This design comes from an exercise in tuning for small area on the open sky130 flow, not from production work. Function was checked by simulation only, so behaviour that the tests miss may differ from the original. Power and IR drop assume default switching activity.

**flow/config.mk**
```make
export PLATFORM = sky130hd
export DESIGN_NAME = poly_unit
export DESIGN_NICKNAME = poly_unit
export VERILOG_FILES = /design/flow/design.v
export SDC_FILE = /design/flow/constraint.sdc
export NUM_CORES = 4
export LEC_CHECK = 0
export CAP_MARGIN = 20
export CORE_MARGIN = 2
export CORE_UTILIZATION = 40
export SLEW_MARGIN = 20
```
**flow/constraint.sdc**
```tcl
create_clock -name core_clock -period 6.0 [get_ports {clk}]
set_input_delay 1.2000 -clock core_clock [delete_from_list [all_inputs] [get_ports {clk}]]
set_output_delay 1.2000 -clock core_clock [all_outputs]
set_load 0.01 [all_outputs]
```
**flow/design.v**
```verilog
module poly_unit(clk, resetn, go, data_in, data_result, hex0, hex1);
    input clk;
    input resetn;
    input go;
    input [7:0] data_in;
    output reg [7:0] data_result;
    output [6:0] hex0, hex1;
    reg [3:0] st;
    reg [7:0] a, r2, r3, x;
    wire [7:0] y;
    wire ld_a    = st == 4'd0;
    wire ld_b    = st == 4'd2;
    wire ld_c    = st == 4'd4;
    wire ld_x    = ~st[3] & ~st[0];        
    wire cyc     = st[3];
    wire cyc0    = st == 4'd8;
    wire cyc4    = st[3] & st[2];
    wire adv     = cyc | (st[0] ^ go);
    always @(posedge clk) begin
        if (!resetn)
            st <= 4'd0;
        else if (cyc4)
            st <= 4'd0;
        else if (adv)
            st <= st + 4'd1;
    end
    always @(posedge clk) begin
        if (ld_a)
            a <= data_in;
        else if (cyc0)
            a <= y;
        if (ld_b | (ld_c & go))
            r3 <= data_in;
        if ((ld_c & go) | cyc)
            r2 <= r3;
        if (ld_x)
            x <= data_in;
    end
    always @(posedge clk) begin
        if (!resetn)
            data_result <= 8'd0;
        else if (cyc4)
            data_result <= y;
    end
    mac8 u_mac(.m(a), .q(x), .k(r2), .y(y));
    hex7 h0(.h(data_result[3:0]), .s(hex0));
    hex7 h1(.h(data_result[7:4]), .s(hex1));
endmodule
module hex7(input [3:0] h, output [6:0] s);
    wire [15:0] t0 = 16'h2812, t1 = 16'hd860, t2 = 16'hd004, t3 = 16'h8692,
                t4 = 16'h02ba, t5 = 16'h208e, t6 = 16'h1083;
    assign s = {t6[h], t5[h], t4[h], t3[h], t2[h], t1[h], t0[h]};
endmodule
module mac8(input [7:0] m, input [7:0] q, input [7:0] k, output [7:0] y);
    wire p1, p2, p3, p4, p5, p6, p7, p8, p9, p10, p11, p12, p13, p14, p15, p16, p17, p18, p19, p20, p21, p22, p23, p24, p25, p26, p27, p28, p29, p30, p31, p32, p33, p34, p35, p36, s37, c38, s39, c40, s41, c42, s43, c44, s45, c46, s47, c48, s49, c50, s51, c52, s53, c54, s55, c56, s57, c58, s59, c60, s61, c62, s63, c64, s65, c66, s67, c68, s69, c70, s71, c72, s73, c74, s75, c76, s77, c78, s79, c80, s81, c82, s83, c84, s85, c86, s87, c88, s89, c90, s91, c92, x93, x94, x95, x96, x97, x98, x99, x100, x101, x102, x103, x104, x105, x106, x107;
    assign p1 = m[0] & q[0];
    assign p2 = m[1] & q[0];
    assign p3 = m[2] & q[0];
    assign p4 = m[3] & q[0];
    assign p5 = m[4] & q[0];
    assign p6 = m[5] & q[0];
    assign p7 = m[6] & q[0];
    assign p8 = m[7] & q[0];
    assign p9 = m[0] & q[1];
    assign p10 = m[1] & q[1];
    assign p11 = m[2] & q[1];
    assign p12 = m[3] & q[1];
    assign p13 = m[4] & q[1];
    assign p14 = m[5] & q[1];
    assign p15 = m[6] & q[1];
    assign p16 = m[0] & q[2];
    assign p17 = m[1] & q[2];
    assign p18 = m[2] & q[2];
    assign p19 = m[3] & q[2];
    assign p20 = m[4] & q[2];
    assign p21 = m[5] & q[2];
    assign p22 = m[0] & q[3];
    assign p23 = m[1] & q[3];
    assign p24 = m[2] & q[3];
    assign p25 = m[3] & q[3];
    assign p26 = m[4] & q[3];
    assign p27 = m[0] & q[4];
    assign p28 = m[1] & q[4];
    assign p29 = m[2] & q[4];
    assign p30 = m[3] & q[4];
    assign p31 = m[0] & q[5];
    assign p32 = m[1] & q[5];
    assign p33 = m[2] & q[5];
    assign p34 = m[0] & q[6];
    assign p35 = m[1] & q[6];
    assign p36 = m[0] & q[7];
    assign s37 = k[0] ^ p1;
    assign c38 = k[0] & p1;
    assign s39 = k[1] ^ p2 ^ p9;
    assign c40 = (k[1] & p2) | (p9 & (k[1] ^ p2));
    assign s41 = c38 ^ s39;
    assign c42 = c38 & s39;
    assign s43 = k[2] ^ p10 ^ p16;
    assign c44 = (k[2] & p10) | (p16 & (k[2] ^ p10));
    assign s45 = p3 ^ c40 ^ s43;
    assign c46 = (p3 & c40) | (s43 & (p3 ^ c40));
    assign s47 = c42 ^ s45;
    assign c48 = c42 & s45;
    assign s49 = k[3] ^ p11 ^ p17;
    assign c50 = (k[3] & p11) | (p17 & (k[3] ^ p11));
    assign s51 = p22 ^ p4 ^ c44;
    assign c52 = (p22 & p4) | (c44 & (p22 ^ p4));
    assign s53 = s49 ^ c46 ^ s51;
    assign c54 = (s49 & c46) | (s51 & (s49 ^ c46));
    assign s55 = c48 ^ s53;
    assign c56 = c48 & s53;
    assign s57 = k[4] ^ p12 ^ p18;
    assign c58 = (k[4] & p12) | (p18 & (k[4] ^ p12));
    assign s59 = p23 ^ p27 ^ p5;
    assign c60 = (p23 & p27) | (p5 & (p23 ^ p27));
    assign s61 = c50 ^ s57 ^ s59;
    assign c62 = (c50 & s57) | (s59 & (c50 ^ s57));
    assign s63 = c52 ^ s61 ^ c54;
    assign c64 = (c52 & s61) | (c54 & (c52 ^ s61));
    assign s65 = c56 ^ s63;
    assign c66 = c56 & s63;
    assign s67 = k[5] ^ p13 ^ p19;
    assign c68 = (k[5] & p13) | (p19 & (k[5] ^ p13));
    assign s69 = p24 ^ p28 ^ p31;
    assign c70 = (p24 & p28) | (p31 & (p24 ^ p28));
    assign s71 = p6 ^ c58 ^ c60;
    assign c72 = (p6 & c58) | (c60 & (p6 ^ c58));
    assign s73 = s67 ^ s69 ^ c62;
    assign c74 = (s67 & s69) | (c62 & (s67 ^ s69));
    assign s75 = s71 ^ s73 ^ c64;
    assign c76 = (s71 & s73) | (c64 & (s71 ^ s73));
    assign s77 = c66 ^ s75;
    assign c78 = c66 & s75;
    assign s79 = k[6] ^ p14 ^ p20;
    assign c80 = (k[6] & p14) | (p20 & (k[6] ^ p14));
    assign s81 = p25 ^ p29 ^ p32;
    assign c82 = (p25 & p29) | (p32 & (p25 ^ p29));
    assign s83 = p34 ^ p7 ^ c68;
    assign c84 = (p34 & p7) | (c68 & (p34 ^ p7));
    assign s85 = c70 ^ s79 ^ s81;
    assign c86 = (c70 & s79) | (s81 & (c70 ^ s79));
    assign s87 = c72 ^ s83 ^ s85;
    assign c88 = (c72 & s83) | (s85 & (c72 ^ s83));
    assign s89 = c74 ^ s87 ^ c76;
    assign c90 = (c74 & s87) | (c76 & (c74 ^ s87));
    assign s91 = c78 ^ s89;
    assign c92 = c78 & s89;
    assign x93 = k[7] ^ p15;
    assign x94 = p21 ^ p26;
    assign x95 = p30 ^ p33;
    assign x96 = p35 ^ p36;
    assign x97 = p8 ^ x93;
    assign x98 = x94 ^ x95;
    assign x99 = x96 ^ c80;
    assign x100 = c82 ^ x97;
    assign x101 = x98 ^ x100;
    assign x102 = x99 ^ c84;
    assign x103 = c86 ^ x101;
    assign x104 = x102 ^ x103;
    assign x105 = c88 ^ x104;
    assign x106 = x105 ^ c90;
    assign x107 = c92 ^ x106;
    assign y = {x107, s91, s77, s65, s55, s47, s41, s37};
endmodule
```
**flow/run.sh**
```bash
#!/bin/bash
# synth_recipe.tcl (not shown) runs the flow's synth.tcl, then flattens the netlist and writes it again
# the make line also repeats each setting of config.mk as NAME=value (left out here)
make -C /OpenROAD-flow-scripts/flow DESIGN_CONFIG=/design/flow/config.mk WORK_HOME=/design/flow/orfs CLKGATE_MAP_FILE= SYNTH_SCRIPT=/design/flow/synth_recipe.tcl finish
```
==> results of run 1 <==
[sequential cells by signal (all words and copies together), names as in the netlist]
| register | count |
|---|---|
| a | 8 |
| data_result | 8 |
| r2 | 8 |
| r3 | 8 |
| x | 8 |
| st | 4 |
[logic make-up (layout without fill, tap and decap cells)]
kind of cell               after synthesis  after routing  synth area share [%]
AOI/OAI and AO/OA                       39             39                 7.832
xor gates and xnor gates                15             15                 5.137
adders and majority gates               41             41                 22.57
buffers and inverters                   37             67                 4.716
DFF                                     44             44                 40.42
muxes                                   13             13                 4.674
and+or+nand+nor                         93             93                 14.65
[power groups by stage]
| stage | logic (µW) | clock network [µW] | registers (µW) |
|---|---|---|---|
| after floorplan | 463 | 0 | 393 |
| after global placement | 609 | 0 | 407 |
| after detailed placement | 614 | 0 | 408 |
| after CTS | 636 | 243 | 401 |
| after global routing | 705 | 255 | 404 |
| final | 621 | 237 | 401 |
[metal layers]
metal  wire length [µm]  share of wire, %  global-route usage [%]  vias up
li1                   -                 -                       -      979
met1               2791                47                   21.79      959
met2               2833                48                   24.69       41
met3                240               4.1                   3.856        7
met4                 55              0.93                   3.718        0
met5                  0                 0                       0        -
[through the flow]
stage          utilization, %  worst slack [ps]  cell area [µm²]  power, µW  hold slack, ps
2_1_floorplan               -              1793             2972      855.7           400.3
3_3_place_gp            46.81              1652             3377       1016           400.6
3_5_place_dp            46.81              1552             3377       1022           405.7
4_1_cts                 48.51              1506             3500       1280           424.8
5_1_grt                 48.51              1292             3500       1365           434.7
6_report                48.51              1514             3500       1259           424.2
[synth_stat cells, types with 2 or more instances]
cell	n	area, µm²
xor2_1	4	35.03
nand2_2	2	12.51
a21boi_0	8	60.06
a21oi_1	10	50.05
nand2b_1	6	37.54
dfxtp_1	12	240.2
nand2_1	49	183.9
o21ai_0	13	65.06
inv_1	27	101.4
clkbuf_1	8	30.03
o211ai_1	2	15.01
mux2i_1	6	60.06
nor2_1	11	41.29
and2_1	15	93.84
and2_2	2	15.01
ha_1	20	250.2
fa_1	21	420.4
xnor2_1	9	78.83
nor2b_1	4	25.02
a31oi_1	3	18.77
edfxtp_1	32	960.9
mux2_2	7	78.83
nand3_1	2	10.01
[worst max-delay path: stages (launching register included)]
cell and delay [ps]:
edfxtp_1 520, nand2_1 120, fa_1 430, fa_1 430, fa_1 420, fa_1 390
fa_1 400, fa_1 510, inv_1 50, ha_1 180, xor2_1 170, xnor2_1 190
xnor2_1 140, xnor3_1 250, mux2i_1 140
[layout make-up]
type,instances,area share (%)
well taps,99,3.540
clock buffers,8,3.504
multi-input cells,201,46.59
repair buffers,32,9.153
inverters,27,2.896
flip-flops and latches,44,34.32
[worst paths after layout]
check | from | end | slack [ps] | cells past startpoint
min | r3[7]$_DFFE_PP_ | r2[7]$_DFFE_PP_ | 420 | 0
min reg2reg | r3[7]$_DFFE_PP_ | r2[7]$_DFFE_PP_ | 420 | 0
max reg2reg | x[0]$_DFFE_PP_ | a[7]$_DFFE_PP_ | 1510 | 14
max | x[0]$_DFFE_PP_ | a[7]$_DFFE_PP_ | 1510 | 14
==> impl_metrics.py, run 1 <==
metrics = {
    "global_routing": {
        "overflow": 0,
        "grt_usage_pct": 15.63,
        "grt_pass1_vias": 1970,
        "grt_pass1_wl_mm": 10.03,
        "grt_max_degree": 20,
        "antenna_found_initial": 0,
    },
    "placed_design": {
        "dp_hpwl_mm": 4.523,
        "place_congestion": 0.7977,
        "dp_cells": 403,
        "numPortBuffers": 32,
    },
    "drt": {
        "drtAntennaViolNets": 0,
        "via_per_inst": 4.832,
        "route.detailed.drc": 0,
        "vias": 1986,
        "wl_mm": 5.920,
        "drtPass1Iterations": 4,
        "wl_per_cell_um": 14.40,
        "drt_iter0_markers": 102,
    },
    "layout": {
        "syn2layout_area_growth_pct": 17.77,
        "finalNonFillerCells": 411,
        "layout_commonest_cell": "nand2_1",
        "finalNetCount": 363,
        "final_cell_mix": "nand2_1 (49), edfxtp_1 (32), clkdlybuf4s50_1 (32)",
        "multiInputGateArea_mm2": 0.001630,
        "fill_cells": 702,
        "register_area_mm2": 0.001201,
        "drive_gt1_share_pct": 6.090,
        "n_antenna_cell": 0,
    },
    "clock_network": {
        "cts_resized": 0,
        "clkTransAtPathRegs_ps": 80,
        "cts_tree": "built",
        "clock-root-buffer": "clkbuf_8",
        "clockBufferDepth": 2,
        "cts_hold_buf": 0,
        "cts_sinks": 44,
        "cts_max_level": 2,
        "clk_latency_ps": 300,
        "cts_inserted_buffers": 5,
        "cts_setup_buffers": 0,
    },
    "synth": {
        "syn_nets": 334,
        "netlist_area_mm2": 0.002972,
        "synth_seq_cells": 44,
        "avgSynthCellArea_um2": 10.54,
        "ys_types": 32,
        "synth-edff-count": 32,
        "ys_warn_count": 1,
        "synthesis.instances": 282,
        "yosysSeqAreaShare_pct": 40.42,
        "synth-async-reset-ratio_pct": 0,
        "yosys_most_used_dff": "edfxtp_1",
    },
    "setup_path": {
        "cp-end-kind": "flop",
        "start_kind": "flop",
        "crit_required_ps": 6150,
        "critical_path.max_fanout": 8,
        "arrival_ps": 4630,
        "path_class": "reg -> reg",
    },
    "power_and_ir_drop": {
        "p_leak_uw": 0.001295,
        "pwr-share-clk_pct": 18.8,
        "irDropWorstVdd_v": 0.0002027,
        "comb_power_share_pct": 49.3,
        "pwr-share-seq_pct": 31.8,
        "p_int_uw": 811.1,
        "switchingPower_uw": 447.9,
        "powerDensity_mw_per_mm2": 359.8,
        "swShare_pct": 35.58,
    },
    "die": {
        "fp.dieH_um": 90.19,
        "die_w_um": 90.19,
        "die-area_mm2": 0.008134,
        "start_util_pct": 41.19,
        "core_area_mm2": 0.007214,
        "num_io_pins": 33,
        "fp-row-count": 31,
    },
    "sta": {
        "finalHoldViolations": 0,
        "rsz0062_at_grt": "false",
        "fin_skew_ps": 11.97,
        "relSlewSlack_pct": 27.83,
        "layout_min_cycle_time_ps": 4486,
        "tightest_slew_ps": 1082,
        "setup_tns_ps": 0,
        "fmax_ghz": 0.2229,
        "setup_viol": 0,
        "final_max_slew_viol_count": 0,
        "period_share_pct": 74.76,
    },
    "outcome": {
        "status": "timing/DRC/antenna clean",
    },
    "flow_run": {
        "max_cap_violations": 0,
    },
    "worst_hold_path": {
        "hold_path_class": "reg -> reg",
    },
}
==> run 2, diff against run 1 <==
--- a/flow/design.v
+++ b/flow/design.v
@@ -8,12 +8,10 @@
     reg [3:0] st;
-    reg [7:0] a, r2, r3, x;
+    reg [7:0] a, r2, r3, q;
     wire [7:0] y;
-    wire ld_a    = st == 4'd0;
-    wire ld_b    = st == 4'd2;
-    wire ld_c    = st == 4'd4;
-    wire ld_x    = ~st[3] & ~st[0];        
-    wire cyc     = st[3];
-    wire cyc0    = st == 4'd8;
-    wire cyc4    = st[3] & st[2];
-    wire adv     = cyc | (st[0] ^ go);
+    wire cyc  = st[3];
+    wire cyc0 = st == 4'd8;
+    wire cyc4 = st[3] & st[2];
+    wire sh   = ~st[3] & ~st[0] & go;      
+    wire ldx  = st[2] & st[1];             
+    wire adv  = cyc | (st[0] ^ go);
     always @(posedge clk) begin
@@ -27,12 +25,10 @@
     always @(posedge clk) begin
-        if (ld_a)
-            a <= data_in;
-        else if (cyc0)
-            a <= y;
-        if (ld_b | (ld_c & go))
-            r3 <= data_in;
-        if ((ld_c & go) | cyc)
+        if (sh) begin
+            q  <= data_in;
+            r3 <= q;
+        end
+        if (sh | cyc)
             r2 <= r3;
-        if (ld_x)
-            x <= data_in;
+        if (sh | cyc0)
+            a <= (ldx | cyc) ? y : 8'd0;
     end
@@ -44,3 +40,3 @@
     end
-    mac8 u_mac(.m(a), .q(x), .k(r2), .y(y));
+    mac8 u_mac(.m(a), .q(q), .k(r2), .y(y));
     hex7 h0(.h(data_result[3:0]), .s(hex0));
==> flow/flow/run.sh (new file) <==
#!/bin/bash
# The standard layout (standard.sh) with these changes to how it is made:
#  - synthesis is the standard flow's own script (synth_recipe.tcl) with two changes:
#    Yosys's synth also skips its quick ABC pass (-noabc, besides -nofsm
#    -noshare), and the final ABC technology mapping runs
#    flow/abc_area.script, an area-oriented script. Registers are mapped
#    before ABC, so they are the standard synthesis's.
#  - the port buffers are sky130_fd_sc_hd__buf_1;
#  - the clock tree uses clkbuf_4 in clusters of at most 8 sinks, with no
#    dummy loads.
# Each tool's output goes to a log of its own in this folder.
set -euo pipefail
work=$(pwd)
{
  echo 'proc synth {args} { yosys synth -nofsm -noshare -noabc {*}$args }'
  cat <<TCL
proc abc {args} {
  set i [lsearch -exact \$args -script]
  if { \$i >= 0 } {
    set args [lreplace \$args \$i [expr {\$i + 1}] -script $work/flow/abc_area.script]
  }
  yosys abc {*}\$args
}
TCL
  # synth_recipe.tcl without its first line, the proc synth replaced above
  head -1 "$work/synth_recipe.tcl" | grep -q '^proc synth ' || { echo "unexpected synth_recipe.tcl" >&2; exit 1; }
  tail -n +2 "$work/synth_recipe.tcl"
} > "$work/area_synth.tcl"
args=("SYNTH_SCRIPT=$work/area_synth.tcl"
      "BUFFER_PORTS_ARGS=-buffer_cell sky130_fd_sc_hd__buf_1"
      "CTS_ARGS=-sink_clustering_enable -repair_clock_nets -dont_use_dummy_load -sink_clustering_size 8 -buf_list sky130_fd_sc_hd__clkbuf_4")
bash standard.sh "${args[@]}" synth > synth.log 2>&1
bash standard.sh "${args[@]}" finish > layout.log 2>&1
==> flow/flow/abc_area.script (new file) <==
strash
dch -f
map -a
mfs2
strash
dch -f
map -a
topo
==> flow/standard.sh (new file) <==
#!/bin/bash
# synth_recipe.tcl (not shown) runs the flow's synth.tcl, then flattens the netlist and writes it again
# the make line also repeats each setting of config.mk as NAME=value (left out here)
make -C /OpenROAD-flow-scripts/flow DESIGN_CONFIG=/design/flow/config.mk WORK_HOME=/design/flow/orfs CLKGATE_MAP_FILE= SYNTH_SCRIPT=/design/flow/synth_recipe.tcl "${@:-finish}"
--- a/flow/config.mk
+++ b/flow/config.mk
@@ -9,3 +9,3 @@
 export CORE_MARGIN = 2
-export CORE_UTILIZATION = 40
+export CORE_UTILIZATION = 60
 export SLEW_MARGIN = 20
removed: flow/run.sh
==> impl_metrics.py, run 2 <==
metrics = {
    "clock_network": {
        "clock-root-buffer": "clkbuf_4",
        "cts_tree": "built",
        "cts_setup_buffers": 0,
        "cts_max_level": 2,
        "clk_latency_ps": 350,
        "cts_sinks": 44,
        "cts_resized": 0,
        "cts_hold_buf": 0,
        "clockBufferDepth": 2,
        "clkTransAtPathRegs_ps": 120,
        "cts_inserted_buffers": 5,
    },
    "drt": {
        "wl_per_cell_um": 14.52,
        "drtPass1Iterations": 4,
        "vias": 1824,
        "wl_mm": 4.822,
        "drtAntennaViolNets": 0,
        "via_per_inst": 5.494,
        "drt_iter0_markers": 126,
        "route.detailed.drc": 0,
    },
    "setup_path": {
        "crit_required_ps": 6080,
        "critical_path.max_fanout": 7,
        "cp-end-kind": "flop",
        "start_kind": "flop",
        "path_class": "reg -> reg",
        "arrival_ps": 4830,
    },
    "synth": {
        "synth_top_area_share_pct": 37.81,
        "synthesis.instances": 243,
        "synth-edff-count": 32,
        "synth-async-reset-ratio_pct": 0,
        "synth_most_common_cell": "nor2_1",
        "syn_nets": 284,
        "ys_types": 23,
        "ys_warn_count": 1,
        "avgSynthCellArea_um2": 10.46,
        "synth_seq_cells": 44,
        "synth_top_cell_by_area": "edfxtp_1",
        "yosys-top-cells-count": "nor2_1 (48), clkinv_1 (36), edfxtp_1 (32)",
        "synthTopCellsByArea": "edfxtp_1 (38%), fa_1 (17%), dfxtp_1 (9.5%)",
        "yosysSeqAreaShare_pct": 47.27,
        "yosys_most_used_dff": "edfxtp_1",
        "netlist_area_mm2": 0.002541,
    },
    "power_and_ir_drop": {
        "pwr-share-seq_pct": 55.2,
        "comb_power_share_pct": 25.0,
        "p_int_uw": 444.4,
        "p_leak_uw": 0.001063,
        "swShare_pct": 29.54,
        "irDropWorstVdd_v": 0.0001833,
        "switchingPower_uw": 186.3,
        "pwr-share-clk_pct": 19.8,
        "powerDensity_mw_per_mm2": 227.2,
    },
    "die": {
        "fp.dieH_um": 69.08,
        "num_io_pins": 33,
        "core_area_mm2": 0.004029,
        "die_w_um": 69.08,
        "start_util_pct": 63.07,
        "die-area_mm2": 0.004772,
        "fp-row-count": 23,
    },
    "sta": {
        "timing.final.ws_setup_ps": 1254,
        "rsz0062_at_grt": "false",
        "setup_tns_ps": 0,
        "tightest_slew_ps": 700.6,
        "fmax_ghz": 0.2107,
        "period_share_pct": 79.10,
        "fin_skew_ps": 14.10,
        "finalHoldViolations": 0,
        "final_max_slew_viol_count": 0,
        "layout_min_cycle_time_ps": 4746,
        "relSlewSlack_pct": 52.80,
        "setup_viol": 0,
    },
    "layout": {
        "finalNetCount": 325,
        "syn2layout_area_growth_pct": 9.256,
        "layout_commonest_cell": "nor2_1",
        "drive_gt1_share_pct": 3.191,
        "n_antenna_cell": 0,
        "final_cell_mix": "nor2_1 (48), clkinv_1 (36), edfxtp_1 (32), buf_1 (32), nand2_1 (24)",
    },
    "outcome": {
        "status": "timing/DRC/antenna clean",
    },
    "placed_design": {
        "dp_hpwl_mm": 3.929,
        "place_congestion": 0.9322,
        "numPortBuffers": 32,
        "place_ws_ps": 1272,
    },
    "global_routing": {
        "grt_pass1_wl_mm": 8.107,
        "antenna_found_initial": 0,
        "grt_max_degree": 17,
        "grt_pass1_vias": 1781,
        "overflow": 0,
        "grt_usage_pct": 21.76,
    },
    "flow_run": {
        "max_cap_violations": 0,
    },
    "worst_hold_path": {
        "hold_path_class": "reg -> reg",
    },
}
run 2: cell count changes in the layout (fill, tap and decap cells not counted), sizes merged, moves of 17 or more:
cell	previous run	this run
and2	17	0
buf	0	34
clkdlybuf4s50	32	0
clkinv	0	36
inv	27	0
nand2	51	24
nor2	11	48
run 2: kinds of logic after synthesis:
family	synth area share, %
adders and majority gates	20.97
buffers and inverters	5.318
xor gates and xnor gates	5.170
AOI/OAI and AO/OA	7.189
and+or+nand+nor	14.08
DFF	47.27
run 2: power groups by stage:
stage,logic (µW),registers (µW),clock network [µW]
5_1_grt,180,350,138
3_3_place_gp,158,355,0
3_5_place_dp,161,355,0
4_1_cts,161,348,128
2_1_floorplan,119,352,0
6_report,158,348,125
run 2: area by class of cell:
class,instances,area [µm²]
Fill cell,336,1252
Multi-Input combinational cell,163,1205
Sequential cell,44,1201
Timing Repair Buffer,34,135.1
Inverter,36,135.1
Tap cell,50,62.56
Clock buffer,5,37.54
run 2: metrics by stage:
| step | power, µW | instances | hold slack, ps | instance area (µm²) | utilization, % |
|---|---|---|---|---|---|
| 2_1_floorplan | 471.6 | 243 | 400.3 | 2541 | - |
| 3_3_place_gp | 512.9 | 327 | 401.3 | 2739 | 67.98 |
| 3_5_place_dp | 516.3 | 327 | 405.2 | 2739 | 67.98 |
| 4_1_cts | 636.9 | 332 | 438.4 | 2776 | 68.91 |
| 5_1_grt | 668.4 | 332 | 445.8 | 2776 | 68.91 |
| 6_report | 630.7 | 332 | 436.0 | 2776 | 68.91 |
run 2: final timing paths:
| check | from | end | slack (ps) | depth (start not counted) |
|---|---|---|---|---|
| worst max-delay path | a[0]$_SDFFCE_PN0P_ | a[7]$_SDFFCE_PN0P_ | 1250 | 14 |
| worst min-delay path | r3[6]$_DFFE_PP_ | r2[6]$_DFFE_PP_ | 440 | 0 |
| worst max register to register | a[0]$_SDFFCE_PN0P_ | a[7]$_SDFFCE_PN0P_ | 1250 | 14 |
| worst min register to register | r3[6]$_DFFE_PP_ | r2[6]$_DFFE_PP_ | 440 | 0 |
run 2: critical path, stage by stage (launching register included):
cell and delay [ps]:
edfxtp_1 380, clkinv_1 200, nor2_1 210, fa_1 460, fa_1 460, fa_1 420, fa_1 420, fa_1 390
fa_1 470, ha_1 220, xor2_1 180, xor2_1 190, xor2_1 180, xor2_1 220, nor2_1 60
run 2: per-layer routing:
metal	up-vias	GRT usage (%)	share of wire, %
met5	-	0	0
met4	0	6.100	1.0
met3	7	6.287	6.2
met2	64	32.80	46
met1	865	31.00	47
li1	888	-	-
==> run 3, diff against run 2 <==
--- a/flow/design.v
+++ b/flow/design.v
@@ -11,3 +11,3 @@
     wire cyc  = st[3];
-    wire cyc0 = st == 4'd8;
+    wire cyc3 = st[3] & st[1] & st[0];    
     wire cyc4 = st[3] & st[2];
@@ -29,5 +29,5 @@
         end
-        if (sh | cyc)
+        if (sh | cyc3)
             r2 <= r3;
-        if (sh | cyc0)
+        if (sh | cyc3)
             a <= (ldx | cyc) ? y : 8'd0;
--- a/flow/flow/run.sh
+++ b/flow/flow/run.sh
@@ -4,5 +4,6 @@
 #    Yosys's synth also skips its quick ABC pass (-noabc, besides -nofsm
-#    -noshare), and the final ABC technology mapping runs
-#    flow/abc_area.script, an area-oriented script. Registers are mapped
-#    before ABC, so they are the standard synthesis's.
+#    -noshare), extract_fa extracts only full adders (-fa), and the final
+#    ABC technology mapping runs flow/abc_area.script, an area-oriented
+#    script. Registers are mapped before ABC, so they are the standard
+#    synthesis's.
 #  - the port buffers are sky130_fd_sc_hd__buf_1;
@@ -16,2 +17,3 @@
   cat <<TCL
+proc extract_fa {args} { yosys extract_fa -fa {*}\$args }
 proc abc {args} {
==> flow/flow/abc_area.script (replaced) <==
strash
dc2
dch -f
map -a
mfs2
strash
dc2
dch -f
amap
==> impl_metrics.py, run 3 <==
metrics = {
    "outcome": {
        "status": "timing/DRC/antenna clean",
    },
    "placed_design": {
        "place_congestion": 0.8801,
        "dp_hpwl_mm": 3.573,
        "numPortBuffers": 32,
        "placed_area_mm2": 0.002674,
        "dp_cells": 339,
        "place_ws_ps": 1324,
    },
    "synth": {
        "synth_top_family_by_area": "adder cells",
        "ys_warn_count": 1,
        "synthTopCellsByArea": "edfxtp_1 (39%), fa_1 (17%), nor2_1 (12%)",
        "synth-simple-area-share_pct": 16.27,
        "synth-async-reset-ratio_pct": 0,
        "synth_top_cell_by_area": "edfxtp_1",
        "synth_top_area_share_pct": 38.81,
        "yosys_most_used_dff": "edfxtp_1",
        "synth_mux_area_share_pct": 0,
        "synth-edff-count": 32,
        "synth_seq_cells": 44,
        "synth_xor_area_share_pct": 0,
        "netlist_area_mm2": 0.002476,
        "ys_types": 21,
        "synth_most_common_cell": "nor2_1",
        "synth_fa_ha_area_share_pct": 16.98,
        "yosys-top-cells-count": "nor2_1 (80), clkinv_1 (35), edfxtp_1 (32)",
        "avgSynthCellArea_um2": 9.710,
        "synth_compound_area_share_pct": 12.94,
        "synthesis.instances": 255,
        "yosysSeqAreaShare_pct": 48.51,
        "syn_nets": 287,
    },
    "setup_path": {
        "start_kind": "flop",
        "cp-end-kind": "flop",
        "reg2regPathDepth": 18,
        "reg2reg_slack_ps": 1290,
        "path_class": "reg -> reg",
        "path_cells": "clkinv_1, nor2_1, fa_1, fa_1, fa_1, fa_1, fa_1, fa_1, a21oi_1, nor2_1, a21oi_1, nor2_1, a21oi_1, nor2_1, a21oi_1, nor2_1, a21oi_1, nor2_1",
        "crit_required_ps": 6080,
        "worstReg2RegEnd": "a[7]$_SDFFCE_PN0P_",
        "arrival_ps": 4790,
        "timing.rr.start": "a[0]$_SDFFCE_PN0P_",
        "slowest_delay_ps": 470,
        "critical_path.max_fanout": 7,
        "slowest_stage": "fa_1",
    },
    "sta": {
        "timing.final.ws_setup_ps": 1290,
        "setup_tns_ps": 0,
        "setup_viol": 0,
        "finalHoldViolations": 0,
        "tightest_slew_ps": 785.8,
        "fmax_ghz": 0.2123,
        "period_share_pct": 78.50,
        "relSlewSlack_pct": 47.61,
        "final_max_slew_viol_count": 0,
        "fin_skew_ps": 14.83,
        "layout_min_cycle_time_ps": 4710,
        "rsz0062_at_grt": "false",
    },
    "layout": {
        "finalNonFillerCells": 344,
        "finalNetCount": 328,
        "final_cell_mix": "nor2_1 (80), clkinv_1 (35), edfxtp_1 (32), buf_1 (32), fa_1 (21)",
        "finalInstanceArea_mm2": 0.002711,
        "n_antenna_cell": 0,
        "layout_commonest_cell": "nor2_1",
        "drive_gt1_share_pct": 2.381,
        "syn2layout_area_growth_pct": 9.500,
        "fill_cells": 318,
    },
    "drt": {
        "route.detailed.drc": 0,
        "drt_iter0_markers": 82,
        "drtPass1Iterations": 4,
        "wl_mm": 4.596,
        "via_per_inst": 5.401,
        "drtAntennaViolNets": 0,
        "wl_per_cell_um": 13.36,
        "vias": 1858,
    },
    "power_and_ir_drop": {
        "comb_power_share_pct": 21.4,
        "total_power_uw": 596.2,
        "pwr-share-seq_pct": 58.0,
        "switchingPower_uw": 166.7,
        "p_int_uw": 429.5,
        "swShare_pct": 27.96,
        "powerDensity_mw_per_mm2": 219.9,
        "pwr-share-clk_pct": 20.6,
        "p_leak_uw": 0.0009665,
        "irDropWorstVdd_v": 0.0001437,
    },
    "clock_network": {
        "cts_setup_buffers": 0,
        "cts_sinks": 44,
        "cts_max_level": 2,
        "clkTransAtPathRegs_ps": 120,
        "cts_tree": "built",
        "clk_latency_ps": 350,
        "cts_resized": 0,
        "clockBufferDepth": 2,
        "cts_inserted_buffers": 5,
        "clock-root-buffer": "clkbuf_4",
        "cts_hold_buf": 0,
    },
    "worst_hold_path": {
        "holdPathStages": 0,
        "hold_start": "r3[0]$_DFFE_PP_",
        "min_delay_worst_endpoint": "r2[0]$_DFFE_PP_",
        "hold_path_class": "reg -> reg",
    },
    "global_routing": {
        "antenna_found_initial": 0,
        "grt_pass1_vias": 1652,
        "grt_pass1_wl_mm": 7.445,
        "grt_usage_pct": 21.95,
        "overflow": 0,
        "grt_max_degree": 17,
    },
    "die": {
        "fp-row-count": 23,
        "core_area_mm2": 0.004000,
        "die_w_um": 68.24,
        "fp.dieH_um": 68.24,
        "die-area_mm2": 0.004657,
        "num_io_pins": 33,
        "start_util_pct": 61.90,
    },
    "flow_run": {
        "max_cap_violations": 0,
    },
}
## run 3: cell count changes after synthesis, moves of 4 or more
cell / previous run / this run
xor2_1: 10 / 0
xnor2_1: 5 / 0
nand3_1: 13 / 2
o32ai_1: 0 / 4
ha_1: 9 / 0
nor2_1: 48 / 80
a21oi_1: 7 / 16
o21ai_0: 5 / 13
nand2_1: 24 / 13
## run 3: cell families after synthesis
group	Yosys count
and+or+nand+nor	103
adders and majority gates	21
AOI/OAI and AO/OA	52
buffers and inverters	35
DFF	44
## run 3: power by group through the flow
stage	sequential (µW)	combinational (µW)	clock (µW)
after floorplan	351	100	0
after global placement	352	128	0
after detailed placement	352	129	0
after CTS	346	129	126
after global routing	347	149	134
final	346	128	123
## run 3: per-stage QoR
| step | utilization (%) | hold slack (ps) |
|---|---|---|
| floorplan | - | 400.3 |
| global placement | 66.84 | 401.2 |
| detailed placement | 66.84 | 405.9 |
| CTS | 67.78 | 416.0 |
| global route | 67.78 | 434.1 |
| finish | 67.78 | 425.0 |
## run 3: worst max path at each step
stage	from	endpoint	cells after the start
global route	q[2]$_DFFE_PP_	a[7]$_SDFFCE_PN0P_	18
CTS	q[2]$_DFFE_PP_	a[7]$_SDFFCE_PN0P_	18
floorplan	a[0]$_SDFFCE_PN0P_	a[7]$_SDFFCE_PN0P_	18
detailed placement	q[2]$_DFFE_PP_	a[7]$_SDFFCE_PN0P_	18
global placement	a[0]$_SDFFCE_PN0P_	a[7]$_SDFFCE_PN0P_	18
finish	a[0]$_SDFFCE_PN0P_	a[7]$_SDFFCE_PN0P_	18
## run 3: routing by layer
metal	GRT usage [%]	wire, µm	part of all wire, %	up-vias
li1	-	-	-	947
met1	31.47	2286	50	870
met2	33.86	2115	46	33
met3	3.618	122	2.7	8
met4	8.000	72	1.6	0
met5	0	0	0	-
## run 3: worst max-delay path, delay by kind of cell, from the launching register on
family / cells / cell delay (ps)
flops: 1 / 370
fa+ha+maj: 6 / 2570
buf+inv: 1 / 180
simple gates: 6 / 520
compound gates: 5 / 800
## run 3: area by class of cell
class                           count  area, µm²  area share, %
Clock buffer                        5      37.54          1.384
Inverter                           35      131.4          4.845
Multi-Input combinational cell    176       1144          42.18
Sequential cell                    44       1201          44.30
Tap cell                           50      62.56          2.307
Timing Repair Buffer               34      135.1          4.984
==> run 4, diff against run 3 <==
--- a/flow/flow/run.sh
+++ b/flow/flow/run.sh
@@ -32,3 +32,3 @@
       "BUFFER_PORTS_ARGS=-buffer_cell sky130_fd_sc_hd__buf_1"
-      "CTS_ARGS=-sink_clustering_enable -repair_clock_nets -dont_use_dummy_load -sink_clustering_size 8 -buf_list sky130_fd_sc_hd__clkbuf_4")
+      "CTS_ARGS=-sink_clustering_enable -repair_clock_nets -dont_use_dummy_load -sink_clustering_size 50 -buf_list sky130_fd_sc_hd__clkbuf_8")
 bash standard.sh "${args[@]}" synth > synth.log 2>&1
==> impl_metrics.py, run 4 <==
metrics = {
    "flow_run": {
        "max_cap_violations": 0,
    },
    "global_routing": {
        "grt_pass1_vias": 1635,
        "met3_usage_pct": 4.934,
        "overflow": 0,
        "grt_busiest_layer": "met2",
        "antenna_found_initial": 0,
        "grt_max_degree": 17,
        "gr-usage-met2_pct": 34.10,
        "grt_usage_pct": 22.06,
        "grt_pass1_wl_mm": 7.438,
        "use_met1_pct": 31.58,
    },
    "setup_path": {
        "critical_path.max_fanout": 7,
        "cp-end-kind": "flop",
        "crit_required_ps": 6010,
        "start_kind": "flop",
        "path_cells": "clkinv_1, nor2_1, fa_1, fa_1, fa_1, fa_1, fa_1, fa_1, a21oi_1, nor2_1, a21oi_1, nor2_1, a21oi_1, nor2_1, a21oi_1, nor2_1, a21oi_1, nor2_1",
        "slowest_delay_ps": 470,
        "slowest_stage": "fa_1",
        "path_class": "reg -> reg",
        "arrival_ps": 4730,
    },
    "synth": {
        "avgSynthCellArea_um2": 9.710,
        "ys_warn_count": 1,
        "synthesis.instances": 255,
        "synthTopCellsByArea": "edfxtp_1 (39%), fa_1 (17%), nor2_1 (12%)",
        "syn_nets": 287,
        "yosys_most_used_dff": "edfxtp_1",
        "synth_top_area_share_pct": 38.81,
        "synth_top_cell_by_area": "edfxtp_1",
        "synth_seq_cells": 44,
        "synth_most_common_cell": "nor2_1",
        "netlist_area_mm2": 0.002476,
        "yosys-top-cells-count": "nor2_1 (80), clkinv_1 (35), edfxtp_1 (32)",
        "synth-edff-count": 32,
        "yosysSeqAreaShare_pct": 48.51,
        "synth-async-reset-ratio_pct": 0,
        "ys_types": 21,
    },
    "drt": {
        "drt_iter0_markers": 97,
        "wl_mm": 4.601,
        "drtAntennaViolNets": 0,
        "drtPass1Iterations": 4,
        "wl_per_cell_um": 13.38,
        "route.detailed.drc": 0,
        "vias": 1848,
        "via_per_inst": 5.372,
    },
    "clock_network": {
        "cts_inserted_buffers": 5,
        "cts_hold_buf": 0,
        "cts_sinks": 44,
        "clk_latency_ps": 290,
        "clkTransAtPathRegs_ps": 70,
        "cts_setup_buffers": 0,
        "cts_resized": 0,
        "clockBufferDepth": 2,
        "cts_tree": "built",
        "clock-root-buffer": "clkbuf_8",
        "cts_max_level": 2,
    },
    "placed_design": {
        "place_congestion": 0.8801,
        "placed_area_mm2": 0.002674,
        "numPortBuffers": 32,
        "place_ws_ps": 1324,
        "dp_hpwl_mm": 3.573,
    },
    "die": {
        "core_area_mm2": 0.004000,
        "num_io_pins": 33,
        "die-area_mm2": 0.004657,
        "fp-row-count": 23,
        "fp.dieH_um": 68.24,
        "start_util_pct": 61.90,
        "die_w_um": 68.24,
    },
    "layout": {
        "n_antenna_cell": 0,
        "fill_cells": 312,
        "register_area_mm2": 0.001201,
        "syn2layout_area_growth_pct": 10.76,
        "drive_gt1_share_pct": 2.381,
        "multiInputGateArea_mm2": 0.001144,
        "finalInstanceArea_mm2": 0.002743,
        "layout_commonest_cell": "nor2_1",
        "finalNetCount": 328,
        "final_cell_mix": "nor2_1 (80), clkinv_1 (35), edfxtp_1 (32), buf_1 (32), fa_1 (21)",
    },
    "sta": {
        "final_max_slew_viol_count": 0,
        "setup_viol": 0,
        "setup_tns_ps": 0,
        "rsz0062_at_grt": "false",
        "tightest_slew_ps": 789.4,
        "period_share_pct": 78.66,
        "layout_min_cycle_time_ps": 4720,
        "relSlewSlack_pct": 47.37,
        "finalHoldViolations": 0,
        "fmax_ghz": 0.2119,
        "timing.final.ws_setup_ps": 1280,
        "fin_skew_ps": 7.194,
    },
    "power_and_ir_drop": {
        "powerDensity_mw_per_mm2": 231.2,
        "total_power_uw": 634.2,
        "irDropWorstVdd_v": 0.0001633,
        "p_leak_uw": 0.0009794,
    },
    "worst_hold_path": {
        "hold_path_class": "reg -> reg",
    },
    "outcome": {
        "status": "timing/DRC/antenna clean",
    },
}
==> run 4: cell types whose count changed in the layout (fill, tap and decap cells not counted) <==
cell	before	now
clkbuf_4	5	0
clkbuf_8	0	5
==> run 4: cell families after synthesis <==
group | after synthesis | synth area share [%]
adders and majority gates | 21 | 16.98
DFF | 44 | 48.51
and+or+nand+nor | 103 | 16.27
AOI/OAI and AO/OA | 52 | 12.94
buffers and inverters | 35 | 5.306
==> run 4: power breakdown <==
part	switching [µW]	internal [µW]
Sequential	5.89	340
Clock	84.8	75.0
Combinational	77.7	51.0
==> run 4: metal layers <==
metal | vias up | part of all wire, %
met3 | 2 | 4.0
met4 | 0 | 0.63
met2 | 39 | 47
met1 | 864 | 48
li1 | 943 | -
met5 | - | 0
==> run 4: per-stage QoR <==
step / std cells / hold WS (ps) / util, %
2_1_floorplan: 255 / 400.3 / -
3_3_place_gp: 339 / 401.2 / 66.84
3_5_place_dp: 339 / 405.9 / 66.84
4_1_cts: 344 / 416.2 / 68.56
5_1_grt: 344 / 430.5 / 68.56
6_report: 344 / 421.4 / 68.56
==> run 4: layout make-up <==
type	count	share of cell area, %
multi-input cells	176	41.70
inverters	35	4.790
flip-flops and latches	44	43.80
clock buffers	5	2.509
repair buffers	34	4.927
well taps	50	2.281
==> run 4: critical path: cells and delay by family (launching register included) <==
family                     cells  cell delay (ps)
adders and majority gates      6             2570
AOI/OAI and AO/OA              5              790
and+or+nand+nor                6              520
DFF                            1              360
buffers and inverters          1              200
==> run 4: path summary, 6_finish.rpt <==
| check | cells past startpoint | start | end | slack [ps] |
|---|---|---|---|---|
| max | 18 | q[2]$_DFFE_PP_ | a[7]$_SDFFCE_PN0P_ | 1280 |
| min reg2reg | 0 | r3[2]$_DFFE_PP_ | r2[2]$_DFFE_PP_ | 420 |
| max reg2reg | 18 | q[2]$_DFFE_PP_ | a[7]$_SDFFCE_PN0P_ | 1280 |
| min | 0 | r3[2]$_DFFE_PP_ | r2[2]$_DFFE_PP_ | 420 |
==> run 5, diff against run 4 <==
--- a/flow/design.v
+++ b/flow/design.v
@@ -8,9 +8,7 @@
     reg [3:0] st;
-    reg [7:0] a, r2, r3, q;
+    reg [7:0] a, r2, r3;
     wire [7:0] y;
     wire cyc  = st[3];
-    wire cyc3 = st[3] & st[1] & st[0];    
     wire cyc4 = st[3] & st[2];
     wire sh   = ~st[3] & ~st[0] & go;      
-    wire ldx  = st[2] & st[1];             
     wire adv  = cyc | (st[0] ^ go);
@@ -26,9 +24,6 @@
         if (sh) begin
-            q  <= data_in;
-            r3 <= q;
+            r3 <= data_in;
+            r2 <= r3;
+            a  <= st[2] ? y : 8'd0;        
         end
-        if (sh | cyc3)
-            r2 <= r3;
-        if (sh | cyc3)
-            a <= (ldx | cyc) ? y : 8'd0;
     end
@@ -40,3 +35,3 @@
     end
-    mac8 u_mac(.m(a), .q(q), .k(r2), .y(y));
+    mac8 u_mac(.m(a), .q(cyc ? r3 : data_in), .k(r2), .y(y));
     hex7 h0(.h(data_result[3:0]), .s(hex0));
--- a/flow/flow/run.sh
+++ b/flow/flow/run.sh
@@ -32,3 +32,3 @@
       "BUFFER_PORTS_ARGS=-buffer_cell sky130_fd_sc_hd__buf_1"
-      "CTS_ARGS=-sink_clustering_enable -repair_clock_nets -dont_use_dummy_load -sink_clustering_size 50 -buf_list sky130_fd_sc_hd__clkbuf_8")
+      "CTS_ARGS=-sink_clustering_enable -repair_clock_nets -dont_use_dummy_load -sink_clustering_size 8 -buf_list sky130_fd_sc_hd__clkbuf_4")
 bash standard.sh "${args[@]}" synth > synth.log 2>&1
==> impl_metrics.py, run 5 <==
metrics = {
    "clock_network": {
        "cts_sinks": 36,
        "cts_inserted_buffers": 5,
        "cts_setup_buffers": 0,
        "cts_max_level": 2,
        "clkTransAtPathRegs_ps": 100,
        "clk_latency_ps": 330,
        "clock-root-buffer": "clkbuf_4",
        "cts_hold_buf": 0,
        "cts_tree": "built",
        "clockBufferDepth": 2,
        "cts_resized": 0,
    },
    "worst_hold_path": {
        "hold_path_class": "reg -> reg",
    },
    "synth": {
        "synth_fa_ha_area_share_pct": 18.68,
        "synth-simple-area-share_pct": 17.84,
        "synth_top_area_share_pct": 32.02,
        "ys_types": 24,
        "yosysSeqAreaShare_pct": 42.69,
        "netlist_area_mm2": 0.002251,
        "synth_top_cell_by_area": "edfxtp_1",
        "synthesis.instances": 242,
        "yosys-top-cells-count": "nor2_1 (75), clkinv_1 (24), edfxtp_1 (24)",
        "synthTopCellsByArea": "edfxtp_1 (32%), fa_1 (19%), nor2_1 (13%)",
        "synth_seq_cells": 36,
        "ys_warn_count": 1,
        "avgSynthCellArea_um2": 9.301,
        "syn_nets": 274,
        "synth_top_family_by_area": "adder cells",
        "synth_mux_area_share_pct": 0,
        "synth-edff-count": 24,
        "synth-async-reset-ratio_pct": 0,
        "synth_xor_area_share_pct": 0.3891,
        "yosys_most_used_dff": "edfxtp_1",
        "synth_most_common_cell": "nor2_1",
        "synth_compound_area_share_pct": 16.40,
    },
    "global_routing": {
        "grt_max_degree": 25,
        "overflow": 0,
        "antenna_found_initial": 0,
        "grt_pass1_wl_mm": 7.583,
        "grt_pass1_vias": 1674,
        "grt_usage_pct": 23.76,
    },
    "placed_design": {
        "numPortBuffers": 32,
        "place_congestion": 0.9099,
        "dp_hpwl_mm": 3.556,
    },
    "sta": {
        "relSlewSlack_pct": 56.04,
        "final_max_slew_viol_count": 0,
        "setup_viol": 0,
        "layout_min_cycle_time_ps": 5318,
        "setup_tns_ps": 0,
        "fin_skew_ps": 8.879,
        "rsz0062_at_grt": "false",
        "period_share_pct": 88.64,
        "finalHoldViolations": 0,
        "tightest_slew_ps": 657.9,
        "fmax_ghz": 0.1880,
    },
    "drt": {
        "wl_mm": 4.564,
        "drtAntennaViolNets": 0,
        "drtPass1Iterations": 4,
        "drt_iter0_markers": 115,
        "route.detailed.drc": 0,
        "vias": 1882,
        "via_per_inst": 5.686,
        "wl_per_cell_um": 13.79,
    },
    "layout": {
        "final_cell_mix": "nor2_1 (74), buf_1 (32), clkinv_1 (24), edfxtp_1 (24), fa_1 (21)",
        "finalNetCount": 317,
        "syn2layout_area_growth_pct": 11.34,
        "layout_commonest_cell": "nor2_1",
        "drive_gt1_share_pct": 3.534,
        "post-route-util_pct": 68.97,
        "n_antenna_cell": 0,
    },
    "die": {
        "core_area_mm2": 0.003633,
        "num_io_pins": 33,
        "fp-row-count": 22,
        "start_util_pct": 61.95,
        "die_w_um": 65.25,
        "die-area_mm2": 0.004258,
        "fp.dieH_um": 65.25,
    },
    "power_and_ir_drop": {
        "powerDensity_mw_per_mm2": 213.1,
        "p_leak_uw": 0.0009292,
        "irDropWorstVdd_v": 0.0001575,
    },
    "setup_path": {
        "arrival_ps": 5410,
        "start_kind": "flop",
        "critical_path.max_fanout": 11,
        "cp-end-kind": "flop",
        "crit_required_ps": 6090,
        "path_class": "reg -> reg",
    },
    "outcome": {
        "status": "timing/DRC/antenna clean",
    },
    "flow_run": {
        "max_cap_violations": 0,
    },
}
[run 5: metrics by stage]
step / setup slack (ps) / area, µm² / power [µW] / hold WS (ps) / std cells
finish: 681.6 / 2506 / 534.1 / 462.5 / 331
global route: 228.7 / 2506 / 564.7 / 475.3 / 331
CTS: 680.8 / 2501 / 536.5 / 463.1 / 331
detailed placement: 415.8 / 2464 / 428.3 / 438.1 / 326
global placement: 478.9 / 2464 / 424.4 / 430.6 / 326
floorplan: 599.1 / 2251 / 392.3 / 427.2 / 242
[run 5: critical path, cell delays in order, from the launching register on]
cell,delay (ps)
dfxtp_1,570
clkinv_1,380
o22ai_1,310
nor2_1,90
fa_1,410
fa_1,520
fa_1,460
fa_1,440
fa_1,400
fa_1,420
a21oi_1,210
nor2_1,60
a21oi_1,160
nor2_1,70
a21oi_1,160
nor2_1,70
a21oi_1,150
nand2_1,60
o21ai_0,100
nor2_1,60
[run 5: cell type report]
| class | instances | area (µm²) |
|---|---|---|
| multi-input cells | 182 | 1207 |
| well taps | 48 | 60.06 |
| flip-flops and latches | 36 | 960.9 |
| inverters | 24 | 90.09 |
| fillers | 324 | 1127 |
| repair buffers | 36 | 150.1 |
| clock buffers | 5 | 37.54 |
[run 5: where the power goes]
group / internal (µW) / leakage, µW / total [µW] / switching (µW)
clock: 39.2 / 0.0000230 / 111 / 71.6
combinational: 56.1 / 0.000575 / 143 / 86.9
sequential: 275 / 0.000331 / 280 / 4.90
[run 5: final timing paths]
path                       from                 end  slack [ps]  cells after the start
min reg2reg     r3[0]$_DFFE_PP_     r2[0]$_DFFE_PP_         460                      0
max reg2reg  st[3]$_SDFFE_PP0P_  a[7]$_SDFFCE_PN0P_         680                     19
max          st[3]$_SDFFE_PP0P_  a[7]$_SDFFCE_PN0P_         680                     19
min             r3[0]$_DFFE_PP_     r2[0]$_DFFE_PP_         460                      0
[run 5: cells by family (layout without fill, tap and decap cells)]
| family | Yosys count | count (layout) |
|---|---|---|
| simple gates | 100 | 100 |
| buf+inv | 24 | 65 |
| compound gates | 60 | 60 |
| fa+ha+maj | 21 | 21 |
| flops | 36 | 36 |
| xor+xnor | 1 | 1 |
[run 5: metal layers]
layer  GRT usage (%)  wire [µm]  up-vias
met5               0          0        -
met4           7.031         40        0
met3           4.623        278        4
met2           37.12       2108       76
met1           34.03       2138      870
li1                -          -      932
==> run 6, diff against run 5 <==
--- a/flow/flow/run.sh
+++ b/flow/flow/run.sh
@@ -32,3 +32,3 @@
       "BUFFER_PORTS_ARGS=-buffer_cell sky130_fd_sc_hd__buf_1"
-      "CTS_ARGS=-sink_clustering_enable -repair_clock_nets -dont_use_dummy_load -sink_clustering_size 8 -buf_list sky130_fd_sc_hd__clkbuf_4")
+      "CTS_ARGS=-sink_clustering_enable -repair_clock_nets -dont_use_dummy_load -sink_clustering_size 12 -buf_list sky130_fd_sc_hd__clkbuf_4")
 bash standard.sh "${args[@]}" synth > synth.log 2>&1
--- a/flow/config.mk
+++ b/flow/config.mk
@@ -7,5 +7,6 @@
 export LEC_CHECK = 0
-export CAP_MARGIN = 20
+export CAP_MARGIN = 0
 export CORE_MARGIN = 2
 export CORE_UTILIZATION = 60
-export SLEW_MARGIN = 20
+export GPL_TIMING_DRIVEN = 0
+export SLEW_MARGIN = 0
==> impl_metrics.py, run 6 <==
metrics = {
    "die": {
        "core_area_mm2": 0.003633,
        "fp-row-count": 22,
        "die-area_mm2": 0.004258,
        "num_io_pins": 33,
        "die_w_um": 65.25,
        "start_util_pct": 61.95,
        "fp.dieH_um": 65.25,
    },
    "global_routing": {
        "grt_usage_pct": 25.57,
        "antenna_found_initial": 0,
        "overflow": 0,
        "grt_pass1_vias": 1790,
        "grt_pass1_wl_mm": 8.217,
        "grt_max_degree": 16,
    },
    "synth": {
        "ys_types": 24,
        "ys_warn_count": 1,
        "synth_top_area_share_pct": 32.02,
        "synth_seq_cells": 36,
        "synth-async-reset-ratio_pct": 0,
        "synthTopCellsByArea": "edfxtp_1 (32%), fa_1 (19%), nor2_1 (13%)",
        "synth_most_common_cell": "nor2_1",
        "yosys_most_used_dff": "edfxtp_1",
        "synthesis.instances": 242,
        "yosys-top-cells-count": "nor2_1 (75), clkinv_1 (24), edfxtp_1 (24)",
        "avgSynthCellArea_um2": 9.301,
        "yosysSeqAreaShare_pct": 42.69,
        "synth_top_cell_by_area": "edfxtp_1",
        "synth-edff-count": 24,
        "netlist_area_mm2": 0.002251,
        "syn_nets": 274,
    },
    "setup_path": {
        "crit_required_ps": 6080,
        "cp-end-kind": "flop",
        "path_class": "in -> reg",
        "start_kind": "primary input",
        "arrival_ps": 5620,
        "critical_path.max_fanout": 7,
    },
    "placed_design": {
        "numPortBuffers": 32,
        "placed_area_mm2": 0.002449,
        "place_ws_ps": -88.63,
        "place_congestion": 0.9070,
        "dp_hpwl_mm": 3.641,
    },
    "clock_network": {
        "clk_latency_ps": 330,
        "clkTransAtPathRegs_ps": 100,
        "cts_tree": "built",
        "clockBufferDepth": 2,
        "cts_inserted_buffers": 5,
        "cts_max_level": 2,
        "clock-root-buffer": "clkbuf_4",
        "cts_sinks": 36,
        "cts_setup_buffers": 0,
    },
    "layout": {
        "finalInstanceArea_mm2": 0.002510,
        "n_antenna_cell": 0,
        "finalNetCount": 314,
        "final_cell_mix": "nor2_1 (74), buf_1 (32), edfxtp_1 (24)",
        "drive_gt1_share_pct": 4.286,
        "fill_cells": 311,
        "syn2layout_area_growth_pct": 11.51,
        "post-route-util_pct": 69.08,
        "layout_commonest_cell": "nor2_1",
    },
    "worst_hold_path": {
        "hold_path_class": "reg -> reg",
    },
    "sta": {
        "timing.final.ws_setup_ps": 466.2,
        "setup_viol": 0,
        "layout_min_cycle_time_ps": 5534,
        "rsz0062_at_grt": "false",
        "fin_hold_ws_ps": 447.2,
        "fmax_ghz": 0.1807,
        "final_max_slew_viol_count": 0,
        "finalHoldViolations": 0,
        "tightest_slew_ps": 821.1,
        "relSlewSlack_pct": 44.89,
        "fin_skew_ps": 13.45,
        "period_share_pct": 92.23,
    },
    "drt": {
        "wl_per_cell_um": 14.20,
        "drt_iter0_markers": 119,
        "drtAntennaViolNets": 0,
        "drtPass1Iterations": 5,
        "vias": 1864,
        "route.detailed.drc": 0,
        "via_per_inst": 5.683,
        "wl_mm": 4.659,
    },
    "power_and_ir_drop": {
        "irDropWorstVdd_v": 0.0001508,
        "p_leak_uw": 0.0009217,
        "powerDensity_mw_per_mm2": 212.2,
        "total_power_uw": 532.5,
    },
    "flow_run": {
        "max_cap_violations": 0,
    },
    "outcome": {
        "status": "timing/DRC/antenna clean",
    },
}
## run 6: where the power goes
| part | internal [µW] | switching, µW |
|---|---|---|
| Clock | 39.2 | 69.8 |
| Sequential | 275 | 4.97 |
| Combinational | 55.9 | 87.4 |
| Total | 370 | 162 |
## run 6: layer usage
metal / wire length (µm) / track usage [%] / part of all wire (%) / up-vias
met3: 307 / 5.651 / 6.6 / 14
li1: - / - / - / 921
met2: 2128 / 40.31 / 46 / 63
met4: 88 / 8.073 / 1.9 / 0
met1: 2134 / 35.62 / 46 / 866
met5: 0 / 0 / 0 / -
## run 6: layout make-up
cell class / count / area [µm²] / share of cell area, %
multi-input combinational: 182 / 1221 / 48.65
sequential: 36 / 962.2 / 38.33
timing repair buffer: 33 / 135.1 / 5.384
inverter: 24 / 93.84 / 3.739
tap: 48 / 60.06 / 2.393
clock buffer: 5 / 37.54 / 1.496
## run 6: cells by family after synthesis
family,after synthesis,synth area share [%]
flip-flops,36,42.69
AND/OR/NAND/NOR,100,17.84
AO/OA/AOI/OAI,60,16.40
adder cells (fa/ha/maj),21,18.68
XOR/XNOR,1,0.3892
buffers and inverters,24,4.002
## run 6: worst max-delay path: stages
cell     delay (ps)
buf_1           100
o22ai_2         360
nor2_1          110
fa_1            420
fa_1            520
fa_1            480
fa_1            430
fa_1            400
fa_1            430
a21oi_1         200
nor2_1           50
a21oi_1         160
nor2_1           70
a21oi_1         170
a21oi_1         110
o21ai_0         340
nor2_1           70
## run 6: what timing repair did
action,4_1_cts,5_1_grt
gates resized for setup,0,5
setup endpoints to repair,0,2
hold buffers,0,0
## run 6: through the flow
step | setup TNS, ps | instances
after floorplan | 0 | 242
after global placement | 0 | 322
after detailed placement | -133.6 | 323
after CTS | 0 | 328
after global routing | 0 | 328
final | 0 | 328
## run 6: path summary, 6_finish.rpt
path,from,endpoint,slack (ps),cells after the start
setup / recovery,data_in[1],a[7]$_SDFFCE_PN0P_,470,17
hold / removal,r3[5]$_DFFE_PP_,r2[5]$_DFFE_PP_,450,0
setup reg to reg,st[3]$_SDFFE_PP0P_,a[7]$_SDFFCE_PN0P_,620,17
hold reg to reg,r3[5]$_DFFE_PP_,r2[5]$_DFFE_PP_,450,0
==> run 7, diff against run 6 <==
--- a/flow/design.v
+++ b/flow/design.v
@@ -40,5 +40,26 @@
 module hex7(input [3:0] h, output [6:0] s);
-    wire [15:0] t0 = 16'h2812, t1 = 16'hd860, t2 = 16'hd004, t3 = 16'h8692,
-                t4 = 16'h02ba, t5 = 16'h208e, t6 = 16'h1083;
-    assign s = {t6[h], t5[h], t4[h], t3[h], t2[h], t1[h], t0[h]};
+    wire _00_, _01_, _02_, _03_, _04_, _05_, _06_, _07_, _08_, _09_, _10_, _11_, _12_, _13_, _14_, _15_, _16_, _17_, _18_, _19_, _20_, _21_, _22_, _23_, _24_, _25_, _26_, _27_, _28_, _29_, _30_, _31_, _32_, _33_, _34_, _35_, _36_, _37_, _38_;
+    assign _00_ = (~h[2]);
+    assign _01_ = (~h[3]);
+    assign _02_ = (~h[1]&~h[0]);
+    assign _03_ = (~h[1]) | (~h[0]);
+    assign _04_ = (~_00_) | (~_03_);
+    assign _05_ = (~_02_&~_04_);
+    assign _06_ = (~_00_&~h[1]);
+    assign _07_ = (~_01_&~_06_);
+    assign _08_ = (~_01_&~_07_) | (~_06_&~_07_);
+    assign s[5] = (h[0]&_08_) | (_05_&_08_);
+    assign _09_ = (~_01_&~_05_);
+    assign _10_ = (~h[0]&~_06_);
+    assign _11_ = (~h[0]&~_10_) | (~_04_&~_10_);
+    assign _12_ = (~h[3]&~_11_);
+    assign s[3] = (~_09_&~_12_) | (~_00_&~_03_);
+    assign _13_ = (~_02_&~s[3]);
+    assign _14_ = (~_01_&~s[5]);
+    assign s[2] = (_05_&_12_) | (h[2]&_14_);
+    assign _15_ = (~_13_&~s[2]);
+    assign s[1] = (~s[5]&~_15_);
+    assign s[4] = (~_09_&~_10_);
+    assign s[6] = (~_13_&_08_);
+    assign s[0] = (~_03_&~h[2]&~_12_) | (~_03_&~_14_&~_12_) | (~_14_&~h[2]&~_12_) | (~_14_&~_14_&~_12_);
 endmodule
--- a/flow/flow/run.sh
+++ b/flow/flow/run.sh
@@ -32,3 +32,3 @@
       "BUFFER_PORTS_ARGS=-buffer_cell sky130_fd_sc_hd__buf_1"
-      "CTS_ARGS=-sink_clustering_enable -repair_clock_nets -dont_use_dummy_load -sink_clustering_size 12 -buf_list sky130_fd_sc_hd__clkbuf_4")
+      "CTS_ARGS=-sink_clustering_enable -repair_clock_nets -dont_use_dummy_load -sink_clustering_size 8 -buf_list sky130_fd_sc_hd__clkbuf_4")
 bash standard.sh "${args[@]}" synth > synth.log 2>&1
==> flow/flow/abc_area.script (replaced) <==
strash
dch -f
map -a
mfs2
strash
dch -f
map -a
mfs2
strash
dch -f
amap
--- a/flow/config.mk
+++ b/flow/config.mk
@@ -7,6 +7,6 @@
 export LEC_CHECK = 0
-export CAP_MARGIN = 0
+export CAP_MARGIN = 20
 export CORE_MARGIN = 2
-export CORE_UTILIZATION = 60
-export GPL_TIMING_DRIVEN = 0
-export SLEW_MARGIN = 0
+export CORE_UTILIZATION = 75
+export PLACE_DENSITY = 0.8
+export SLEW_MARGIN = 20
==> impl_metrics.py, run 7 <==
metrics = {
    "placed_design": {
        "numPortBuffers": 32,
        "place_congestion": 0.9272,
        "place_ws_ps": 506.2,
        "dp_hpwl_mm": 3.737,
    },
    "die": {
        "core_area_mm2": 0.002781,
        "fp-row-count": 19,
        "fp.dieH_um": 58.27,
        "die_w_um": 58.27,
        "start_util_pct": 79.40,
        "num_io_pins": 33,
        "die-area_mm2": 0.003395,
    },
    "sta": {
        "period_share_pct": 87.04,
        "rsz0062_at_grt": "false",
        "relSlewSlack_pct": 48.84,
        "timing.final.ws_setup_ps": 777.9,
        "setup_viol": 0,
        "final_max_slew_viol_count": 0,
        "fin_skew_ps": 11.79,
        "layout_min_cycle_time_ps": 5222,
        "finalHoldViolations": 0,
        "fmax_ghz": 0.1915,
        "setup_tns_ps": 0,
        "tightest_slew_ps": 759.4,
    },
    "clock_network": {
        "cts_max_level": 2,
        "cts_resized": 0,
        "clkTransAtPathRegs_ps": 100,
        "cts_sinks": 36,
        "cts_setup_buffers": 0,
        "clk_latency_ps": 350,
        "cts_inserted_buffers": 5,
        "cts_hold_buf": 0,
        "clock-root-buffer": "clkbuf_4",
        "cts_tree": "built",
        "clockBufferDepth": 2,
    },
    "synth": {
        "yosysSeqAreaShare_pct": 43.51,
        "netlist_area_mm2": 0.002208,
        "yosys_most_used_dff": "edfxtp_1",
        "synth-async-reset-ratio_pct": 0,
        "synthTopCellsByArea": "edfxtp_1 (33%), fa_1 (19%), nor2_1 (12%)",
        "synth_top_cell_by_area": "edfxtp_1",
        "synth_most_common_cell": "nor2_1",
        "synthesis.instances": 240,
        "ys_types": 19,
        "synth-edff-count": 24,
        "yosys-top-cells-count": "nor2_1 (73), clkinv_1 (28), edfxtp_1 (24)",
        "syn_nets": 272,
        "ys_warn_count": 1,
        "synth_top_area_share_pct": 32.63,
        "synth_seq_cells": 36,
        "avgSynthCellArea_um2": 9.202,
    },
    "flow_run": {
        "max_cap_violations": 0,
    },
    "drt": {
        "route.detailed.drc": 0,
        "drt_iter0_markers": 169,
        "via_per_inst": 6.185,
        "drtPass1Iterations": 6,
        "wl_mm": 5.123,
        "vias": 1936,
        "drtAntennaViolNets": 0,
        "wl_per_cell_um": 16.37,
    },
    "setup_path": {
        "cpLargestDelayFamily": "adder cells",
        "crit_buf_inv": 1,
        "arrival_ps": 5330,
        "slowest_delay_ps": 580,
        "path_cells": "buf_1, o22ai_1, nor2_1, fa_1, fa_1, fa_1, fa_1, fa_1, fa_1, nand2_1, nor2_1, a21oi_1, o21ai_0, nor2_1",
        "start_kind": "primary input",
        "slowest_stage": "fa_1",
        "path_class": "in -> reg",
        "crit_required_ps": 6100,
        "crit_top_cell": "fa_1",
        "cp-end-kind": "flop",
        "critical_path.max_fanout": 7,
    },
    "global_routing": {
        "grt_pass1_vias": 1807,
        "grt_usage_pct": 33.14,
        "grt_max_degree": 25,
        "overflow": 0,
        "grt_pass1_wl_mm": 8.135,
        "antenna_found_initial": 0,
    },
    "layout": {
        "syn2layout_area_growth_pct": 10.82,
        "fill_cells": 155,
        "n_antenna_cell": 0,
        "final_cell_mix": "nor2_1 (73), buf_1 (32), clkinv_1 (28)",
        "finalNetCount": 316,
        "drive_gt1_share_pct": 3.901,
        "layout_commonest_cell": "nor2_1",
    },
    "outcome": {
        "status": "timing/DRC/antenna clean",
    },
    "worst_hold_path": {
        "hold_path_class": "reg -> reg",
    },
    "power_and_ir_drop": {
        "irDropWorstVdd_v": 0.0002454,
        "p_leak_uw": 0.0008939,
        "powerDensity_mw_per_mm2": 220.7,
    },
}
[run 7: cell count changes after synthesis, sizes merged, moves of 2 or more]
cell | before | now
a31o | 3 | 0
o211ai | 0 | 3
o211a | 2 | 0
nor2 | 75 | 73
clkinv | 24 | 28
nor4 | 2 | 0
o31ai | 3 | 0
a21oi | 13 | 22
o21ai | 16 | 13
o21a | 2 | 0
[run 7: area by class of cell]
class | count | area, µm² | area share [%]
inverter | 28 | 105.1 | 4.294
clock buffer | 5 | 37.54 | 1.534
sequential | 36 | 960.9 | 39.26
multi-input combinational | 176 | 1147 | 46.88
tap | 31 | 38.79 | 1.585
timing repair buffer | 37 | 157.7 | 6.442
[run 7: final timing paths]
kind                       from                 end  slack [ps]  cells after the start
max reg2reg  st[3]$_SDFFE_PP0P_  a[7]$_SDFFCE_PN0P_        1160                     14
max                  data_in[1]  a[7]$_SDFFCE_PN0P_         780                     14
min             r3[5]$_DFFE_PP_     r2[5]$_DFFE_PP_         460                      0
min reg2reg     r3[5]$_DFFE_PP_     r2[5]$_DFFE_PP_         460                      0
[run 7: cell families after synthesis]
family / Yosys count / share of synthesized area (%)
AO/OA/AOI/OAI: 60 / 15.64
adder cells (fa/ha/maj): 21 / 19.04
buffers and inverters: 28 / 4.759
AND/OR/NAND/NOR: 94 / 16.66
XOR/XNOR: 1 / 0.3967
flip-flops: 36 / 43.51
[run 7: per-layer routing]
metal / vias to the layer above / wire length, µm / track usage, %
li1: 903 / - / -
met1: 874 / 1911 / 42.90
met2: 138 / 2502 / 53.29
met3: 21 / 576 / 10.71
met4: 0 / 132 / 10.96
met5: - / 0 / 0
[run 7: where the power goes]
group	switching (µW)	total (µW)	leakage, µW	internal (µW)
sequential	5.46	281	0.000331	275
clock	73.2	112	0.0000230	39.1
combinational	90.1	147	0.000540	56.6
[run 7: metrics by stage]
step	instances	util [%]	total power [µW]	hold WS (ps)	cell area (µm²)
after CTS	313	87.99	533.7	456.6	2447
after floorplan	240	-	389.3	426.7	2208
after detailed placement	308	86.64	425.9	436.0	2410
after global placement	308	86.64	414.5	431.9	2410
final	313	87.99	540.0	461.1	2447
after global routing	313	87.99	558.1	465.0	2447

afterwards: timing with drivers on the ports:
In the flow no input, the clock included, has a driving cell. The finished layouts below were timed again as built, in two steps. Step 1 assumes that a clkbuf_16 drives the clock port and a buf_2 every other input. Step 2 moves the port delays by t, midway between the first and last clock arrival at a register: inputs arrive t later, outputs are due t later. That takes back most of the time a late clock gives input paths. Slacks: ideal ports / drivers / drivers and shift; pairs: ideal ports / drivers.
| run | t (ns) | setup slack, ns | slew at the worst register clock pin (ns) | worst slew at a driven data input, ns |
|---|---|---|---|---|
| run 1 | 0.321 | 1.514 / 1.514 / 1.514 | 0.09 / 0.09 | 0.04 |
| run 2 | 0.366 | 1.254 / 1.254 / 1.254 | 0.12 / 0.12 | 0.03 |
| run 3 | 0.367 | 1.290 / 1.290 / 1.290 | 0.12 / 0.12 | 0.03 |
| run 4 | 0.309 | 1.280 / 1.280 / 1.280 | 0.07 / 0.07 | 0.03 |
| run 5 | 0.348 | 0.682 / 0.682 / 0.406 | 0.10 / 0.10 | 0.03 |
| run 6 | 0.344 | 0.466 / 0.471 / 0.127 | 0.10 / 0.10 | 0.03 |
| run 7 | 0.362 | 0.778 / 0.780 / 0.418 | 0.10 / 0.10 | 0.04 |
After both steps every run listed still meets setup and hold. The setup slack of run 7, which loses most, moves by +0.002 ns with the drivers and by -0.360 ns with both steps.
